From an optimization exercise on the open Yosys and OpenROAD flow, aimed at small area; shortcuts taken in it are not production practice.
In this exercise RTL edits were held to simulation tests only and were not proved equivalent to the original.
Power and IR drop assume default switching activity.

===== flow/config.mk =====
export PLATFORM = sky130hd
export DESIGN_NAME = processor
export DESIGN_NICKNAME = processor
export VERILOG_FILES = /design/flow/design.v
export SDC_FILE = /design/flow/constraint.sdc
export NUM_CORES = 4
export LEC_CHECK = 0
export CAP_MARGIN = 20
export CORE_MARGIN = 2
export CORE_UTILIZATION = 45
export CTS_BUF_LIST = sky130_fd_sc_hd__clkbuf_16
export CTS_CLUSTER_DIAMETER = 100
export CTS_CLUSTER_SIZE = 25
export GPL_TIMING_DRIVEN = 0
export SLEW_MARGIN = 20
export SYNTH_HIERARCHICAL = 1
export SYNTH_MINIMUM_KEEP_SIZE = 0

===== flow/constraint.sdc =====
create_clock -name core_clock -period 10.0 [get_ports {clk}]
set_input_delay 2.0000 -clock core_clock [delete_from_list [all_inputs] [get_ports {clk}]]
set_output_delay 2.0000 -clock core_clock [all_outputs]
set_load 0.01 [all_outputs]

===== flow/design.v =====
module bcell(clk, w, wn, cd, s);
	input clk, w, wn, cd;
	output reg s;
	always @(posedge clk)
		s <= ~((s | w) & (wn | cd));
endmodule
module aoi222(a1, b1, a2, b2, a3, b3, y);
	input a1, b1, a2, b2, a3, b3;
	output y;
	assign y = ~((a1 & b1) | (a2 & b2) | (a3 & b3));
endmodule
module nand4(a, b, c, d, y);
	input a, b, c, d;
	output y;
	assign y = ~(a & b & c & d);
endmodule
module nand3(a, b, c, y);
	input a, b, c;
	output y;
	assign y = ~(a & b & c);
endmodule
module nand2(a, b, y);
	input a, b;
	output y;
	assign y = ~(a & b);
endmodule
module or3(a, b, c, y);
	input a, b, c;
	output y;
	assign y = a | b | c;
endmodule
module or2(a, b, y);
	input a, b;
	output y;
	assign y = a | b;
endmodule
module xor2(a, b, y);
	input a, b;
	output y;
	assign y = a ^ b;
endmodule
module nor2(a, b, y);
	input a, b;
	output y;
	assign y = ~(a | b);
endmodule
module rd32(sel, d, ph, y);
	input [31:0] sel, d;
	input ph;
	output y;
	wire [11:0] t;
	wire [2:0] u;
	wire v;
	genvar k;
	generate
		for (k = 0; k < 10; k = k + 1) begin : g
			aoi222 a(.a1(sel[3*k]), .b1(d[3*k]), .a2(sel[3*k+1]), .b2(d[3*k+1]),
			         .a3(sel[3*k+2]), .b3(d[3*k+2]), .y(t[k]));
		end
	endgenerate
	nand2 a10(.a(sel[30]), .b(d[30]), .y(t[10]));
	nand2 a11(.a(sel[31]), .b(d[31]), .y(t[11]));
	nand4 n0(.a(t[0]), .b(t[1]), .c(t[2]), .d(t[3]), .y(u[0]));
	nand4 n1(.a(t[4]), .b(t[5]), .c(t[6]), .d(t[7]), .y(u[1]));
	nand4 n2(.a(t[8]), .b(t[9]), .c(t[10]), .d(t[11]), .y(u[2]));
	or3 o(.a(u[0]), .b(u[1]), .c(u[2]), .y(v));
	xor2 x(.a(v), .b(ph), .y(y));
endmodule
module rd16(sel, d, ph, y);
	input [15:0] sel, d;
	input ph;
	output y;
	wire [5:0] t;
	wire [1:0] u;
	wire v;
	genvar k;
	generate
		for (k = 0; k < 5; k = k + 1) begin : g
			aoi222 a(.a1(sel[3*k]), .b1(d[3*k]), .a2(sel[3*k+1]), .b2(d[3*k+1]),
			         .a3(sel[3*k+2]), .b3(d[3*k+2]), .y(t[k]));
		end
	endgenerate
	nand2 a5(.a(sel[15]), .b(d[15]), .y(t[5]));
	nand3 n0(.a(t[0]), .b(t[1]), .c(t[2]), .y(u[0]));
	nand3 n1(.a(t[3]), .b(t[4]), .c(t[5]), .y(u[1]));
	or2 o(.a(u[0]), .b(u[1]), .y(v));
	xor2 x(.a(v), .b(ph), .y(y));
endmodule
module and2(a, b, y);
	input a, b;
	output y;
	assign y = a & b;
endmodule
module inv(a, y);
	input a;
	output y;
	assign y = ~a;
endmodule
module xnor2(a, b, y);
	input a, b;
	output y;
	assign y = ~(a ^ b);
endmodule
module cddrv(a, b, y);
	input a, b;
	output y;
	wire t;
	xnor2 x(.a(a), .b(b), .y(t));
	inv i(.a(t), .y(y));
endmodule
module srow #(parameter W = 16) (clk, w, wn, cd, s);
	input clk, w, wn;
	input [W-1:0] cd;
	output [W-1:0] s;
	genvar b;
	generate
		for (b = 0; b < W; b = b + 1) begin : g
			bcell c(.clk(clk), .w(w), .wn(wn), .cd(cd[b]), .s(s[b]));
		end
	endgenerate
endmodule
module nand2b(a, bn, y);
	input a, bn;
	output y;
	assign y = ~(a & ~bn);
endmodule
module pre2n(a, yn);
	input [1:0] a;
	output [3:0] yn;
	assign yn = ~(4'b0001 << a);
endmodule
module pre3n(a, en, yn);
	input [2:0] a;
	input en;
	output [7:0] yn;
	wire [3:0] q;
	wire [1:0] e;
	wire enn;
	pre2p pq(.a(a[1:0]), .y(q));
	inv ie(.a(en), .y(enn));
	nor2 e0(.a(enn), .b(a[2]), .y(e[0]));
	and2 e1(.a(en), .b(a[2]), .y(e[1]));
	genvar k;
	generate
		for (k = 0; k < 8; k = k + 1) begin : g
			nand2 h(.a(q[k%4]), .b(e[k/4]), .y(yn[k]));
		end
	endgenerate
endmodule
module pre2p(a, y);
	input [1:0] a;
	output [3:0] y;
	wire [1:0] an;
	inv i0(.a(a[0]), .y(an[0]));
	inv i1(.a(a[1]), .y(an[1]));
	nor2 g0(.a(a[1]), .b(a[0]), .y(y[0]));
	nor2 g1(.a(a[1]), .b(an[0]), .y(y[1]));
	nor2 g2(.a(an[1]), .b(a[0]), .y(y[2]));
	nor2 g3(.a(an[1]), .b(an[0]), .y(y[3]));
endmodule
module pre3p(a, en, y);
	input [2:0] a;
	input en;
	output [7:0] y;
	wire [3:0] qn;
	wire [1:0] en_n;
	or2 q0(.a(a[1]), .b(a[0]), .y(qn[0]));
	nand2b q1(.a(a[0]), .bn(a[1]), .y(qn[1]));
	nand2b q2(.a(a[1]), .bn(a[0]), .y(qn[2]));
	nand2 q3(.a(a[1]), .b(a[0]), .y(qn[3]));
	nand2b e0(.a(en), .bn(a[2]), .y(en_n[0]));
	nand2 e1(.a(en), .b(a[2]), .y(en_n[1]));
	genvar k;
	generate
		for (k = 0; k < 8; k = k + 1) begin : g
			nor2 h(.a(qn[k%4]), .b(en_n[k/4]), .y(y[k]));
		end
	endgenerate
endmodule
module pre2enp(a, en, y);
	input [1:0] a;
	input en;
	output [3:0] y;
	assign y = {3'd0, en} << a;
endmodule
module dec5r(a, en, y);
	input [4:0] a;
	input en;
	output [31:0] y;
	wire [3:0] ln;
	wire [7:0] hn;
	pre2n pl(.a(a[1:0]), .yn(ln));
	pre3n ph(.a(a[4:2]), .en(en), .yn(hn));
	genvar i;
	generate
		for (i = 0; i < 32; i = i + 1) begin : g
			nor2 p(.a(ln[i%4]), .b(hn[i/4]), .y(y[i]));
		end
	endgenerate
endmodule
module dec5ws(a, en, y, yn);
	input [4:0] a;
	input en;
	output [31:0] y, yn;
	wire [3:0] l;
	wire [7:0] h;
	pre2p pl(.a(a[1:0]), .y(l));
	pre3p ph(.a(a[4:2]), .en(en), .y(h));
	genvar i;
	generate
		for (i = 0; i < 32; i = i + 1) begin : g
			nand2 n(.a(l[i%4]), .b(h[i/4]), .y(yn[i]));
			inv p(.a(yn[i]), .y(y[i]));
		end
	endgenerate
endmodule
module dec5rs(a, en, y);
	input [4:0] a;
	input en;
	output [31:0] y;
	wire [3:0] l;
	wire [7:0] h;
	pre2p pl(.a(a[1:0]), .y(l));
	pre3p ph(.a(a[4:2]), .en(en), .y(h));
	genvar i;
	generate
		for (i = 0; i < 32; i = i + 1) begin : g
			and2 p(.a(l[i%4]), .b(h[i/4]), .y(y[i]));
		end
	endgenerate
endmodule
module dec4ws(a, en, y, yn);
	input [3:0] a;
	input en;
	output [15:0] y, yn;
	wire [3:0] l, h;
	pre2p pl(.a(a[1:0]), .y(l));
	pre2enp ph(.a(a[3:2]), .en(en), .y(h));
	genvar i;
	generate
		for (i = 0; i < 16; i = i + 1) begin : g
			nand2 n(.a(l[i%4]), .b(h[i/4]), .y(yn[i]));
			inv p(.a(yn[i]), .y(y[i]));
		end
	endgenerate
endmodule
module dec4rs(a, en, y);
	input [3:0] a;
	input en;
	output [15:0] y;
	wire [3:0] l, h;
	pre2p pl(.a(a[1:0]), .y(l));
	pre2enp ph(.a(a[3:2]), .en(en), .y(h));
	genvar i;
	generate
		for (i = 0; i < 16; i = i + 1) begin : g
			and2 p(.a(l[i%4]), .b(h[i/4]), .y(y[i]));
		end
	endgenerate
endmodule
module ha(a, b, s, co);
	input a, b;
	output s, co;
	assign {co, s} = a + b;
endmodule
module fa(a, b, c, s, co);
	input a, b, c;
	output s, co;
	assign {co, s} = a + b + c;
endmodule
module a21o(a, b, c, y);
	input a, b, c;
	output y;
	assign y = (a & b) | c;
endmodule
module aluout(g, p, s, kor, klog, kar, y);
	input g, p, s, kor, klog, kar;
	output y;
	assign y = (klog & (g | (kor & p))) | (kar & s);
endmodule
module processor(clk, rst_n, load, dload, laddr, insload, loadreg, reg_addr, reg_load,
                 pc_out, rf_we, rf_waddr, rf_wdata, dm_we, dm_addr, dm_wdata);
	input clk;
	input rst_n;
	input load,dload;
	input [15:0]laddr;
	input [15:0]insload;
	input loadreg;
	input [3:0]reg_addr;
	input [15:0]reg_load;
	output [15:0]pc_out;
	output rf_we;
	output [3:0]rf_waddr;
	output [15:0]rf_wdata;
	output dm_we;
	output [15:0]dm_addr;
	output [15:0]dm_wdata;
	reg ph;
	always @(posedge clk) ph <= ~ph;
	wire phr = ph & rst_n;
	reg [15:0] pc, ins, A, Bx, mrd;
	reg regload, memread, memwrite, inputofand;
	reg [2:0] aluop;
	reg c_m0, c_m1, c_m2;
	genvar i, b;
	wire [4:0] lE = laddr[5:1] + {4'd0, laddr[0]};
	wire [4:0] lO = laddr[5:1];
	wire [7:0] lhi = insload[15:8], llo = insload[7:0];
	wire [7:0] dE = laddr[0] ? llo : lhi;
	wire [7:0] dO = laddr[0] ? lhi : llo;
	wire [7:0] cdE, cdO;
	generate for (i = 0; i < 8; i = i + 1) begin : ci
		cddrv de(.a(dE[i]), .b(ph), .y(cdE[i]));
		cddrv do_(.a(dO[i]), .b(ph), .y(cdO[i]));
	end endgenerate
	wire [31:0] wE, wEn, wO, wOn;
	dec5ws dwE(.a(lE), .en(load), .y(wE), .yn(wEn));
	dec5ws dwO(.a(lO), .en(load), .y(wO), .yn(wOn));
	wire [4:0] pE = pc[5:1] + {4'd0, pc[0]};
	wire [4:0] pO = pc[5:1];
	wire [31:0] rselE, rselO;
	dec5r drE(.a(pE), .en(rst_n), .y(rselE));
	dec5r drO(.a(pO), .en(rst_n), .y(rselO));
	wire [7:0] qE [0:31];
	wire [7:0] qO [0:31];
	generate
		for (i = 0; i < 32; i = i + 1) begin : im
			srow #(8) e(.clk(clk), .w(wE[i]), .wn(wEn[i]), .cd(cdE), .s(qE[i]));
			srow #(8) o(.clk(clk), .w(wO[i]), .wn(wOn[i]), .cd(cdO), .s(qO[i]));
		end
	endgenerate
	wire [7:0] bE, bO;
	generate
		for (b = 0; b < 8; b = b + 1) begin : imr
			wire [31:0] cE, cO;
			for (i = 0; i < 32; i = i + 1) begin : c
				assign cE[i] = qE[i][b];
				assign cO[i] = qO[i][b];
			end
			rd32 re(.sel(rselE), .d(cE), .ph(phr), .y(bE[b]));
			rd32 ro(.sel(rselO), .d(cO), .ph(phr), .y(bO[b]));
		end
	endgenerate
	wire [15:0] fetch = pc[0] ? {bO, bE} : {bE, bO};
	wire [15:0] wext = {11'd0, ins[3], ins[3:0]};
	wire sub = aluop[0] & aluop[1];
	wire klog = ~aluop[1];
	wire kor = aluop[0];
	wire kar = aluop[1] & ~aluop[2];
	wire kslt = aluop[2];
	wire [15:0] yb = c_m0 ? wext : Bx;
	wire [15:0] p, g, s;
	wire [16:0] c;
	wire [15:0] alu;
	assign c[0] = sub;
	generate
		for (i = 0; i < 16; i = i + 1) begin : al
			ha h(.a(A[i]), .b(yb[i]), .s(p[i]), .co(g[i]));
			a21o cy(.a(p[i]), .b(c[i]), .c(g[i]), .y(c[i+1]));
			xor2 sx(.a(p[i]), .b(c[i]), .y(s[i]));
			if (i == 0) begin : b0
				wire o;
				aluout u(.g(g[i]), .p(p[i]), .s(s[i]), .kor(kor), .klog(klog), .kar(kar), .y(o));
				assign alu[0] = o | (kslt & ~c[16]);
			end else begin : bn
				aluout u(.g(g[i]), .p(p[i]), .s(s[i]), .kor(kor), .klog(klog), .kar(kar), .y(alu[i]));
			end
		end
	endgenerate
	wire c_and = inputofand & ~(&p);
	wire [4:0] m = c_and ? wext[4:0] : 5'd0;
	wire [5:0] off = {1'b0, m} + 6'd2;
	wire [15:0] pcadd;
	wire [15:0] pc_c;
	ha pa0(.a(pc[0]), .b(off[0]), .s(pcadd[0]), .co(pc_c[0]));
	generate
		for (i = 1; i < 16; i = i + 1) begin : pa
			if (i < 6) begin : f
				fa f(.a(pc[i]), .b(off[i]), .c(pc_c[i-1]), .s(pcadd[i]), .co(pc_c[i]));
			end else begin : h
				ha h(.a(pc[i]), .b(pc_c[i-1]), .s(pcadd[i]), .co(pc_c[i]));
			end
		end
	endgenerate
	wire [15:0] pcn = c_m2 ? {pc[15:13], ins[11:0], 1'b0} : pcadd;
	wire [15:0] reginput = c_m1 ? alu : mrd;
	wire rfwe = loadreg | (regload & rst_n);
	wire [3:0] rfwa = loadreg ? reg_addr : ins[3:0];
	wire [15:0] rfwd = loadreg ? reg_load : reginput;
	wire [15:0] cdR;
	generate for (i = 0; i < 16; i = i + 1) begin : cr
		cddrv d(.a(rfwd[i]), .b(ph), .y(cdR[i]));
	end endgenerate
	wire [15:0] wR, wRn, rselA, rselB;
	dec4ws dwR(.a(rfwa), .en(rfwe), .y(wR), .yn(wRn));
	dec4rs drA(.a(ins[11:8]), .en(rst_n), .y(rselA));
	dec4rs drB(.a(ins[7:4]), .en(rst_n), .y(rselB));
	wire [15:0] qR [0:15];
	generate
		for (i = 0; i < 16; i = i + 1) begin : rf
			srow #(16) r(.clk(clk), .w(wR[i]), .wn(wRn[i]), .cd(cdR), .s(qR[i]));
		end
	endgenerate
	wire [15:0] nA, nB;
	generate
		for (b = 0; b < 16; b = b + 1) begin : rfr
			wire [15:0] cc;
			for (i = 0; i < 16; i = i + 1) begin : c_
				assign cc[i] = qR[i][b];
			end
			rd16 ra(.sel(rselA), .d(cc), .ph(phr), .y(nA[b]));
			rd16 rb(.sel(rselB), .d(cc), .ph(phrs), .y(nB[b]));
		end
	endgenerate
	wire dmwe = dload | (memwrite & rst_n);
	wire [4:0] dmwa = dload ? laddr[4:0] : alu[4:0];
	wire [15:0] dmwd = dload ? insload : Bx;
	wire [15:0] cdD;
	generate for (i = 0; i < 16; i = i + 1) begin : cdm
		cddrv d(.a(dmwd[i]), .b(ph), .y(cdD[i]));
	end endgenerate
	wire [31:0] wD, wDn, rselD;
	dec5ws dwD(.a(dmwa), .en(dmwe), .y(wD), .yn(wDn));
	dec5rs drD(.a(alu[4:0]), .en(rst_n), .y(rselD));
	wire [15:0] qD [0:31];
	generate
		for (i = 0; i < 32; i = i + 1) begin : dm
			srow #(16) r(.clk(clk), .w(wD[i]), .wn(wDn[i]), .cd(cdD), .s(qD[i]));
		end
	endgenerate
	wire [15:0] nD;
	generate
		for (b = 0; b < 16; b = b + 1) begin : dmr
			wire [31:0] cc;
			for (i = 0; i < 32; i = i + 1) begin : c_
				assign cc[i] = qD[i][b];
			end
			rd32 rd(.sel(rselD), .d(cc), .ph(phr), .y(nD[b]));
		end
	endgenerate
	always @(posedge clk) begin
		pc  <= rst_n ? pcn : 16'd0;
		ins <= fetch;
		A   <= nA;
		Bx  <= nB;
		if (!rst_n || memread)
			mrd <= nD;
	end
	reg regload_n, memread_n, memwrite_n, inputofand_n, c_m0_n, c_m1_n, c_m2_n;
	reg [2:0] aluop_n;
	always @(*) begin
		regload_n = regload; memread_n = memread; memwrite_n = memwrite;
		inputofand_n = inputofand; aluop_n = aluop;
		c_m0_n = c_m0; c_m1_n = c_m1; c_m2_n = c_m2;
		if (!rst_n) begin
			regload_n = 0; memread_n = 0; memwrite_n = 0; inputofand_n = 0;
			aluop_n = 3'd0; c_m0_n = 0; c_m1_n = 0; c_m2_n = 0;
		end else begin
			case (ins[15:12])
				4'd0, 4'd1, 4'd2, 4'd6, 4'd7: begin
					regload_n = 1; memread_n = 0; memwrite_n = 0; inputofand_n = 0;
					aluop_n = (ins[15:12] == 4'd6) ? 3'd3 : ins[14:12];
					c_m0_n = 0; c_m1_n = 1; c_m2_n = 0;
				end
				4'd8: begin
					regload_n = 1; memread_n = 1; memwrite_n = 0; inputofand_n = 0;
					aluop_n = 3'd2; c_m0_n = 1; c_m1_n = 0; c_m2_n = 0;
				end
				4'd10: begin
					regload_n = 0; memread_n = 0; memwrite_n = 1; inputofand_n = 0;
					aluop_n = 3'd2; c_m0_n = 1; c_m2_n = 0;
				end
				4'd14: begin
					regload_n = 0; memread_n = 0; memwrite_n = 0; inputofand_n = 1;
					aluop_n = 3'd7; c_m0_n = 0; c_m2_n = 0;
				end
				4'd15: begin
					regload_n = 0; memread_n = 0; memwrite_n = 0; c_m2_n = 1;
				end
				default: ;
			endcase
		end
	end
	wire phrs = phr ^ (aluop_n[0] & aluop_n[1]);
	always @(posedge clk) begin
		regload <= regload_n; memread <= memread_n; memwrite <= memwrite_n;
		inputofand <= inputofand_n; aluop <= aluop_n;
		c_m0 <= c_m0_n; c_m1 <= c_m1_n; c_m2 <= c_m2_n;
	end
	assign pc_out = pc;
	assign rf_we = rfwe;
	assign rf_waddr = rfwa;
	assign rf_wdata = rfwd;
	assign dm_we = memwrite & rst_n;
	assign dm_addr = alu;
	assign dm_wdata = Bx;
endmodule

===== flow/flow/run.sh =====
#!/bin/bash
# Layout flow: the standard synthesis and ORFS steps (standard.sh), with
# a few settings changed for area:
#  - ports are buffered with buf_1 instead of the default port buffer,
#  - buffers that ABC inserted are removed before placement (the resizer
#    re-buffers where slew or capacitance needs it),
#  - the clock tree is built without dummy balancing loads.
# Each step's full log is in orfs/logs/; make's own output is in flow_*.log.
set -euo pipefail
bash standard.sh synth > flow_synth.log 2>&1
bash standard.sh \
  REMOVE_ABC_BUFFERS=1 \
  "BUFFER_PORTS_ARGS=-buffer_cell sky130_fd_sc_hd__buf_1" \
  "CTS_ARGS=-sink_clustering_enable -repair_clock_nets -buf_list sky130_fd_sc_hd__clkbuf_16 -sink_clustering_size 25 -sink_clustering_max_diameter 100 -dont_use_dummy_load" \
  finish > flow_layout.log 2>&1

===== flow/standard.sh =====
#!/bin/bash
# synth_recipe.tcl (not shown) runs the flow's synth.tcl, then flattens the netlist and writes it again
# the make line also repeats each setting of config.mk as NAME=value (left out here)
make -C /OpenROAD-flow-scripts/flow DESIGN_CONFIG=/design/flow/config.mk WORK_HOME=/design/flow/orfs CLKGATE_MAP_FILE= SYNTH_SCRIPT=/design/flow/synth_recipe.tcl "${@:-finish}"

==> impl_metrics.json, run 1 <==
{
  "outcome": "timing/DRC/antenna clean",
  "synth_cell_types": 43,
  "synthTopCellsByArea": "dfxtp_1 (56%), o22ai_1 (17%), a222oi_1 (9.9%)",
  "synth_mux_area_share_pct": 1.97,
  "setup_violations": 0,
  "synth-simple-area-share_pct": 8.19,
  "postSynthAreaPerCell_um2": 10.7,
  "layout.nets": 4766,
  "p_int_mw": 11.5,
  "cpMostUsedCell": "a21o_1",
  "io_buffers": 116,
  "use_met1_pct": 41.3,
  "core_mm2": 0.107,
  "numCtsBuffers": 60,
  "grt_use_met3_pct": 5.49,
  "cts_tree": "yes",
  "worstSkewPairLatency_ns": 0.72,
  "cts_hold_buf": 0,
  "die_area_mm2": 0.110,
  "path_class": "flop to primary output",
  "synth_compound_area_share_pct": 27.6,
  "layout-drive-gt1-share_pct": 3.83,
  "grt_antenna_before_repair": 3,
  "switching_share_pct": 38.6,
  "hold_viol": 0,
  "fp.dieW_um": 332,
  "clockBufferDepth": 3,
  "cts_root_buffer": "clkbuf_16",
  "drt-initial-drc-count": 6214,
  "ant_nets": 0,
  "grt_use_total_pct": 28.9,
  "synth_top_family_by_area": "compound AO/OA/AOI/OAI gates",
  "routed-via-count": 42100,
  "end_kind": "primary output",
  "place_area_mm2": 0.0507,
  "crit_arrival_ns": 6.99,
  "ys_warn_count": 8,
  "synth_area_mm2": 0.0484,
  "slowest_stage": "o21ai_0",
  "nFillCells": 10000,
  "start_util_pct": 45.3,
  "drt_wl_total_um": 169000,
  "synth_seq_cells": 1371,
  "grt_pass1_vias": 38500,
  "gp_congestion": 0.905,
  "path_cells": "mux2_2, ha_1, a21o_1, a21o_1, a21o_1, a21o_1, a21o_1, a21o_1, a21o_1, a21o_1, a21o_1, a21o_1, a21o_1, a21o_1, a21o_1, a21o_1, a21o_1, xor2_1, a22oi_1, nand2_1, mux2i_1, o21ai_0, buf_1",
  "yosys.area_share.xor_xnor_pct": 2.44,
  "crit_required_ns": 8.00,
  "startpoint_type": "flop",
  "num_rows": 120,
  "switchingPower_mw": 7.22,
  "cp_top_family": "compound AO/OA/AOI/OAI gates",
  "cts_max_level": 2,
  "place_ws_ns": 1.96,
  "ys.flop_type": "dfxtp_1",
  "fin_area_mm2": 0.0522,
  "grt_max_degree": 34,
  "max_freq_ghz": 0.111,
  "synth-edff-count": 16,
  "synth_top_area_share_pct": 56.1,
  "drc": 0,
  "vdd_ir_drop_max_uv": 178,
  "setup_slack_ns": 1.01,
  "slowest_delay_ns": 0.99,
  "grt.overflow.total": 0,
  "rsz0062_at_grt": "no",
  "worst_pin_slew_ns": 1.26,
  "grt.busiest_layer": "met2",
  "cts_resized": 0,
  "relSlewSlack_pct": 14.9,
  "yosys.area.top_type": "dfxtp_1",
  "use_met2_pct": 43.9,
  "dr.pass1.iters": 13,
  "worstPathMaxFanout": 19,
  "clk_pin_slew_worst_paths_ns": 0.10,
  "hp-class": "flop to flop",
  "maxSlewViolCount": 0,
  "cts.sinks": 1371,
  "synth_adder_area_share_pct": 1.06,
  "power_density_mw_per_mm2": 358,
  "num_io_pins": 127,
  "yosysSeqAreaShare_pct": 57.1,
  "die_h_um": 332,
  "grt_pass1_wl_um": 247000,
  "cts_setup_buffers": 0,
  "async_flop_share_pct": 0,
  "vias_per_cell": 6.93,
  "fin_worst_skew_ns": 0.0363,
  "maxCapViolations": 0,
  "power_leakage_nw": 19.6,
  "area_growth_pct": 7.96,
  "pwr-share-comb_pct": 34.0,
  "path_buf_inv": 1,
  "dp_hpwl_um": 113000,
  "seq_power_share_pct": 51.2,
  "avgRoutedWirePerCell_um": 27.8,
  "layout_min_cycle_time_ns": 8.99,
  "synth_cells": 4507,
  "fin_crit_sh_pct": 89.9,
  "clkPwrFrac_pct": 14.8
}
==> worst register-to-register path, cell delays in order (launching register included) <==
cell and delay [ns]:
dfxtp_1 0.82, mux2_2 0.42, ha_1 0.34, a21o_1 0.22, a21o_1 0.18, a21o_1 0.18, a21o_1 0.18, a21o_1 0.18
a21o_1 0.18, a21o_1 0.18, a21o_1 0.18, a21o_1 0.19, a21o_1 0.18, a21o_1 0.18, a21o_1 0.18, a21o_1 0.19
a21o_1 0.18, a21o_1 0.19, a21o_1 0.16, inv_1 0.06, a21o_1 0.45, mux2_2 0.33, inv_1 0.08, nor2_1 0.87
nand2_1 0.75, inv_1 0.72, o22ai_1 0.19
==> through the flow <==
stage | total power [mW] | instances | hold slack (ns) | util, % | TNS, ns
after global routing | 19.5 | 6072 | 0.457 | 48.9 | 0
after CTS | 18.5 | 6072 | 0.450 | 48.9 | 0
after global placement | 15.6 | 6003 | 0.428 | 47.2 | -21.88
final | 18.7 | 6074 | 0.447 | 48.9 | 0
after floorplan | 13.2 | 4484 | 0.421 | - | 0
after detailed placement | 15.8 | 6012 | 0.436 | 47.5 | 0
==> Yosys cell counts (2+ instances only) <==
cell and n:
a21oi_1 8, or3_1 32, a22oi_1 17, o21ai_0 26, nor2b_1 13, o22ai_1 1280
inv_1 192, a31oi_1 2, a21o_1 19, nand2b_1 22, nor2_1 159, mux2i_1 32
ha_1 33, nand2_1 282, and3b_1 6, nor3b_2 4, clkbuf_1 12, and3_2 3
xor2_1 83, nand4_1 101, fa_1 5, xnor2_1 52, dfxtp_1 1355, mux2_2 56
edfxtp_1 16, or2_1 38, and2_1 69, a222oi_1 480, buf_2 10, nand3_1 87
==> cell usage in the layout (no fill, tap or decap), types with 2 or more instances in the layout <==
master,netlist,final
inv_2,1,33
nor2_1,159,157
buf_1,0,112
a31oi_1,2,2
o21ai_0,26,23
mux2_2,56,56
a21oi_1,8,8
nand2_1,282,282
fa_1,5,5
o22ai_1,1280,1280
ha_1,33,33
mux2i_1,32,32
buf_16,0,5
nor3b_2,4,4
o21ai_1,0,3
buf_2,10,3
and3_2,3,3
diode_2,0,2
a22oi_1,17,17
a222oi_1,480,480
buf_12,0,4
xor2_1,83,82
a21o_1,19,19
inv_1,192,160
edfxtp_1,16,16
and3b_1,6,6
nand2b_1,22,21
dfxtp_1,1355,1353
nor2b_1,13,13
xnor2_1,52,52
clkbuf_16,0,60
nand4_1,101,101
or2_1,38,38
and2_1,69,69
or3_1,32,32
nand3_1,87,87
==> kinds of logic after synthesis <==
group / count (synthesis)
adder cells (fa/ha/maj): 38
multiplexers: 88
flip-flops: 1371
XOR/XNOR: 135
AO/OA/AOI/OAI: 1839
AND/OR/NAND/NOR: 820
buffers and inverters: 216
==> worst paths after layout <==
path                      from                 to  slack, ns  cells after the start
max                       c_m0       rf_wdata[15]       1.01                     23
max reg2reg               c_m0  dm[9].r.g[10].c.s       1.91                     26
min reg2reg  dm[31].r.g[0].c.s  dm[31].r.g[0].c.s       0.45                      1
min          dm[31].r.g[0].c.s  dm[31].r.g[0].c.s       0.45                      1
==> modules after synthesis (local to each module, per instance), a selection <==
module / cells inside / area [um^2] / flops+latches
or2: 1 / 6.26 / 0
nand4: 1 / 6.26 / 0
nand2b: 1 / 6.26 / 0
pre2n: 4 / 22.5 / 0
aluout: 3 / 16.3 / 0
ha: 1 / 12.5 / 0
processor: 371 / 3970 / 91
aoi222: 1 / 10.0 / 0
nand2: 1 / 3.75 / 0
and2: 1 / 6.26 / 0
fa: 1 / 20.0 / 0
xor2: 1 / 8.76 / 0
==> sequential cells by signal (all words and copies together) (netlist names), 3 cells and up <==
signal and cells:
rf.r.g.c.s 256, im.e.g.c.s 256, Bx 16, ins 16, A 16, aluop 3, mrd 16, im.o.g.c.s 256
pc 16, dm.r.g.c.s 512
==> final cells by class <==
cell class,count,area [um^2],share of cell area (%)
sequential,1371,27600,52.9
multi-input combinational,2920,20000,38.3
tap,1403,1760,3.36
clock buffer,60,1500,2.87
inverter,193,724,1.39
timing repair buffer,125,658,1.26
antenna,2,5.00,0.00958
==> power by group through the flow <==
stage / Combinational (mW) / Clock [mW] / Sequential (mW)
after floorplan: 4.03 / 0 / 9.15
after global placement: 6.00 / 0 / 9.57
after detailed placement: 6.18 / 0 / 9.60
after CTS: 6.18 / 2.81 / 9.50
after global routing: 6.73 / 2.99 / 9.82
final: 6.35 / 2.76 / 9.57
==> routing by layer <==
layer	share of wire (%)	vias up	routed length [um]
met5	0.017	-	29
met4	3.3	4	5570
met3	9.9	261	16700
met2	44	2092	73500
met1	43	20800	72900
li1	-	19000	-
==> run 2, diff against run 1 <==
--- a/flow/design.v
+++ b/flow/design.v
@@ -108,6 +108,14 @@
 	xnor2 x(.a(a), .b(b), .y(t));
 	inv i(.a(t), .y(y));
 endmodule
+module cddrv2(a, b, y0, y1);
+	input a, b;
+	output y0, y1;
+	wire t;
+	xnor2 x(.a(a), .b(b), .y(t));
+	inv i0(.a(t), .y(y0));
+	inv i1(.a(t), .y(y1));
+endmodule
 module srow #(parameter W = 16) (clk, w, wn, cd, s);
 	input clk, w, wn;
 	input [W-1:0] cd;
@@ -297,7 +305,12 @@
 	output [15:0]dm_wdata;
 	reg ph;
 	always @(posedge clk) ph <= ~ph;
-	wire phr = ph & rst_n;
+	wire phrE, phrO, phrA, phrD;
+	and2 gphE(.a(ph), .b(rst_n), .y(phrE));
+	and2 gphO(.a(ph), .b(rst_n), .y(phrO));
+	and2 gphA(.a(ph), .b(rst_n), .y(phrA));
+	and2 gphD(.a(ph), .b(rst_n), .y(phrD));
+	wire phr = phrA;
 	reg [15:0] pc, ins, A, Bx, mrd;
 	reg regload, memread, memwrite, inputofand;
 	reg [2:0] aluop;
@@ -337,8 +350,8 @@
 				assign cE[i] = qE[i][b];
 				assign cO[i] = qO[i][b];
 			end
-			rd32 re(.sel(rselE), .d(cE), .ph(phr), .y(bE[b]));
-			rd32 ro(.sel(rselO), .d(cO), .ph(phr), .y(bO[b]));
+			rd32 re(.sel(rselE), .d(cE), .ph(phrE), .y(bE[b]));
+			rd32 ro(.sel(rselO), .d(cO), .ph(phrO), .y(bO[b]));
 		end
 	endgenerate
 	wire [15:0] fetch = pc[0] ? {bO, bE} : {bE, bO};
@@ -408,16 +421,16 @@
 			for (i = 0; i < 16; i = i + 1) begin : c_
 				assign cc[i] = qR[i][b];
 			end
-			rd16 ra(.sel(rselA), .d(cc), .ph(phr), .y(nA[b]));
+			rd16 ra(.sel(rselA), .d(cc), .ph(phrA), .y(nA[b]));
 			rd16 rb(.sel(rselB), .d(cc), .ph(phrs), .y(nB[b]));
 		end
 	endgenerate
 	wire dmwe = dload | (memwrite & rst_n);
 	wire [4:0] dmwa = dload ? laddr[4:0] : alu[4:0];
 	wire [15:0] dmwd = dload ? insload : Bx;
-	wire [15:0] cdD;
+	wire [15:0] cdD, cdD1;
 	generate for (i = 0; i < 16; i = i + 1) begin : cdm
-		cddrv d(.a(dmwd[i]), .b(ph), .y(cdD[i]));
+		cddrv2 d(.a(dmwd[i]), .b(ph), .y0(cdD[i]), .y1(cdD1[i]));
 	end endgenerate
 	wire [31:0] wD, wDn, rselD;
 	dec5ws dwD(.a(dmwa), .en(dmwe), .y(wD), .yn(wDn));
@@ -425,7 +438,7 @@
 	wire [15:0] qD [0:31];
 	generate
 		for (i = 0; i < 32; i = i + 1) begin : dm
-			srow #(16) r(.clk(clk), .w(wD[i]), .wn(wDn[i]), .cd(cdD), .s(qD[i]));
+			srow #(16) r(.clk(clk), .w(wD[i]), .wn(wDn[i]), .cd(i < 16 ? cdD : cdD1), .s(qD[i]));
 		end
 	endgenerate
 	wire [15:0] nD;
@@ -435,7 +448,7 @@
 			for (i = 0; i < 32; i = i + 1) begin : c_
 				assign cc[i] = qD[i][b];
 			end
-			rd32 rd(.sel(rselD), .d(cc), .ph(phr), .y(nD[b]));
+			rd32 rd(.sel(rselD), .d(cc), .ph(phrD), .y(nD[b]));
 		end
 	endgenerate
 	always @(posedge clk) begin
--- a/flow/flow/run.sh
+++ b/flow/flow/run.sh
@@ -11,5 +11,5 @@
 bash standard.sh \
   REMOVE_ABC_BUFFERS=1 \
   "BUFFER_PORTS_ARGS=-buffer_cell sky130_fd_sc_hd__buf_1" \
-  "CTS_ARGS=-sink_clustering_enable -repair_clock_nets -buf_list sky130_fd_sc_hd__clkbuf_16 -sink_clustering_size 25 -sink_clustering_max_diameter 100 -dont_use_dummy_load" \
+  "CTS_ARGS=-sink_clustering_enable -repair_clock_nets -buf_list sky130_fd_sc_hd__clkbuf_16 -sink_clustering_size 30 -sink_clustering_max_diameter 80 -dont_use_dummy_load" \
   finish > flow_layout.log 2>&1
--- a/flow/config.mk
+++ b/flow/config.mk
@@ -9,8 +9,8 @@
 export CORE_MARGIN = 2
 export CORE_UTILIZATION = 45
 export CTS_BUF_LIST = sky130_fd_sc_hd__clkbuf_16
-export CTS_CLUSTER_DIAMETER = 100
-export CTS_CLUSTER_SIZE = 25
+export CTS_CLUSTER_DIAMETER = 80
+export CTS_CLUSTER_SIZE = 30
 export GPL_TIMING_DRIVEN = 0
 export SLEW_MARGIN = 20
 export SYNTH_HIERARCHICAL = 1
==> impl_metrics.json, run 2 <==
{
  "ys.flop_type": "dfxtp_1",
  "worstSkewPairLatency_ns": 0.75,
  "nFillCells": 10100,
  "clk_pin_slew_worst_paths_ns": 0.11,
  "postSynthAreaPerCell_um2": 10.7,
  "clockBufferDepth": 3,
  "min_to": "dm[30].r.g[14].c.s",
  "design_power_total_mw": 16.0,
  "startpoint_type": "flop",
  "synth_most_common_cell": "dfxtp_1",
  "final_cell_mix": "dfxtp_1 (1353), o22ai_1 (1280), a222oi_1 (480), nand2_1 (282), inv_1 (193)",
  "power_density_mw_per_mm2": 307,
  "dr.pass1.iters": 12,
  "cts_max_level": 2,
  "ant_nets": 0,
  "routed-via-count": 42600,
  "worst_pin_slew_ns": 1.33,
  "dp_hpwl_um": 116000,
  "max_freq_ghz": 0.110,
  "grt_pass1_vias": 38500,
  "die_area_mm2": 0.110,
  "maxSlewViolCount": 0,
  "grt_max_degree": 34,
  "path_class": "flop to primary output",
  "drt_wl_total_um": 174000,
  "crit_required_ns": 8.00,
  "grt_use_total_pct": 29.9,
  "async_flop_share_pct": 0,
  "grt.overflow.total": 0,
  "numCtsBuffers": 56,
  "cts_resized": 0,
  "whs_path_depth": 1,
  "vias_per_cell": 6.99,
  "cts.sinks": 1371,
  "synth_top_area_share_pct": 56.0,
  "yosysSeqAreaShare_pct": 57.0,
  "synth_commonest_cells": "dfxtp_1 (1355), o22ai_1 (1280), a222oi_1 (480)",
  "r2r-end": "mrd[14]",
  "cts_tree": "yes",
  "area_growth_pct": 7.62,
  "fp.dieW_um": 332,
  "gp_congestion": 0.908,
  "fin_worst_skew_ns": 0.103,
  "cts_hold_buf": 0,
  "num_rows": 120,
  "fin_area_mm2": 0.0522,
  "synth_area_mm2": 0.0485,
  "outcome": "timing/DRC/antenna clean",
  "layout_min_cycle_time_ns": 9.08,
  "setup_violations": 0,
  "synth_cells": 4526,
  "num_io_pins": 127,
  "place_area_mm2": 0.0507,
  "cts_setup_buffers": 0,
  "start_util_pct": 45.3,
  "layout.nets": 4780,
  "synth_seq_cells": 1371,
  "final_common_cell": "dfxtp_1",
  "maxCapViolations": 0,
  "hold_viol": 0,
  "crit_arrival_ns": 7.08,
  "synth_cell_types": 42,
  "drc": 0,
  "hp-class": "flop to flop",
  "avgRoutedWirePerCell_um": 28.5,
  "layout-drive-gt1-share_pct": 3.27,
  "cp-startpoint": "c_m0",
  "synth-edff-count": 16,
  "grt_antenna_before_repair": 10,
  "r2r_cells": 26,
  "holdCritStartpoint": "dm[30].r.g[14].c.s",
  "die_h_um": 332,
  "synthTopCellsByArea": "dfxtp_1 (56%), o22ai_1 (17%), a222oi_1 (9.9%)",
  "fin_crit_sh_pct": 90.8,
  "ys_warn_count": 8,
  "yosys.area.top_type": "dfxtp_1",
  "rr_startpoint": "c_m0",
  "relSlewSlack_pct": 10.5,
  "grt_pass1_wl_um": 255000,
  "largest-register": "dm.r.g.c.s",
  "power_leakage_nw": 20.0,
  "end_kind": "primary output",
  "drt-initial-drc-count": 7429,
  "worstPathMaxFanout": 19,
  "cts_root_buffer": "clkbuf_16",
  "core_mm2": 0.107,
  "r2r_slack_ns": 2.03,
  "vdd_ir_drop_max_uv": 202,
  "tns_ns": 0,
  "largest_reg_flops": 512,
  "rsz0062_at_grt": "no",
  "io_buffers": 116
}
[run 2: changes by cell type after synthesis, sizes merged]
cell / before / now
inv: 193 / 209
nor2: 159 / 158
and2: 69 / 73
[run 2: area by class of cell]
cell class | count | area (um^2) | share of cell area (%)
Clock buffer | 56 | 1400 | 2.69
Timing Repair Buffer | 124 | 604 | 1.16
Inverter | 209 | 785 | 1.50
Antenna cell | 6 | 15.0 | 0.0288
Sequential cell | 1371 | 27600 | 52.9
Tap cell | 1403 | 1760 | 3.37
Multi-Input combinational cell | 2923 | 20000 | 38.3
[run 2: cells by family after synthesis]
logic type	after synthesis	share of synthesized area, %
fa+ha+maj	38	1.06
xor+xnor	135	2.44
simple gates	823	8.22
flops	1371	57.0
mux	88	1.96
compound gates	1839	27.5
buf+inv	232	1.84
[run 2: worst max-delay path by stage]
| stage | end | cells after the start |
|---|---|---|
| floorplan | rf_wdata[0] | 22 |
| global placement | rf_wdata[15] | 23 |
| detailed placement | rf_wdata[15] | 23 |
| CTS | rf_wdata[15] | 23 |
| global route | rf_wdata[15] | 23 |
| finish | rf_wdata[15] | 23 |
[run 2: Yosys stat by module (local to each module, per instance), a selection]
module,area [um^2],cells inside
aoi222,10.0,1
bcell,26.3,2
fa,20.0,1
ha,12.5,1
inv,3.75,1
nand2,3.75,1
nand4,6.26,1
or2,6.26,1
pre2n,22.5,4
processor,3970,370
xnor2,8.76,1
[run 2: critical path, cell delays in order, from the launching register on]
cell and delay [ns]:
dfxtp_1 0.85, mux2_2 0.42, ha_1 0.34, a21o_1 0.23, a21o_1 0.18, a21o_1 0.18
a21o_1 0.19, a21o_1 0.18, a21o_1 0.19, a21o_1 0.18, a21o_1 0.19, a21o_1 0.19
a21o_1 0.18, a21o_1 0.18, a21o_1 0.18, a21o_1 0.18, a21o_1 0.18, a21o_1 0.19
xor2_1 0.15, a22oi_1 0.09, nand2_1 0.33, mux2i_1 0.12, o21ai_0 1.04, buf_1 0.23
[run 2: through the flow]
| stage | hold WS, ns | setup slack (ns) | std cells | util (%) |
|---|---|---|---|---|
| after floorplan | 0.421 | 3.24 | 4503 | - |
| after global placement | 0.428 | 1.90 | 6022 | 47.3 |
| after detailed placement | 0.436 | 1.92 | 6030 | 47.5 |
| after CTS | 0.448 | 1.13 | 6086 | 48.8 |
| after global routing | 0.458 | 0.805 | 6087 | 48.8 |
| final | 0.444 | 0.924 | 6092 | 48.8 |
[run 2: power breakdown]
part / leakage, nW / switching (mW) / internal [mW]
clock network: 0.690 / 1.69 / 1.00
logic: 7.55 / 2.39 / 1.70
registers: 11.8 / 1.45 / 7.77
[run 2: layer usage]
metal  routed length, um  part of all wire (%)  global-route usage (%)  vias up
li1                    -                     -                       -    19000
met1               75000                    43                    43.9    21000
met2               74300                    43                    44.0     2315
met3               18300                    11                    5.35      286
met4                6070                   3.5                    10.1        6
met5                  34                 0.020                       0        -

-- what the ideal ports hide --
The results above use ideal ports. As a check the final layouts listed here were re-extracted and re-timed, cells and wires unchanged.
Step 1 assumes that a clkbuf_16 drives the clock port and a buf_2 every other input.
Step 2 times the ports against the registers' clock, not the clock port: input delays grow and output delays shrink by t, the midpoint of the rising clock arrivals with the driver on.
a / b / c = ideal ports / drivers / drivers and shift; a / b = the first two.
run	t, ns	setup slack, ns	cell pins on the clock port's net
run 1	0.768	1.015 / 0.946 / 1.714	1
run 2	0.773	0.924 / 0.849 / 1.622	1
After both steps every run listed still meets setup and hold.
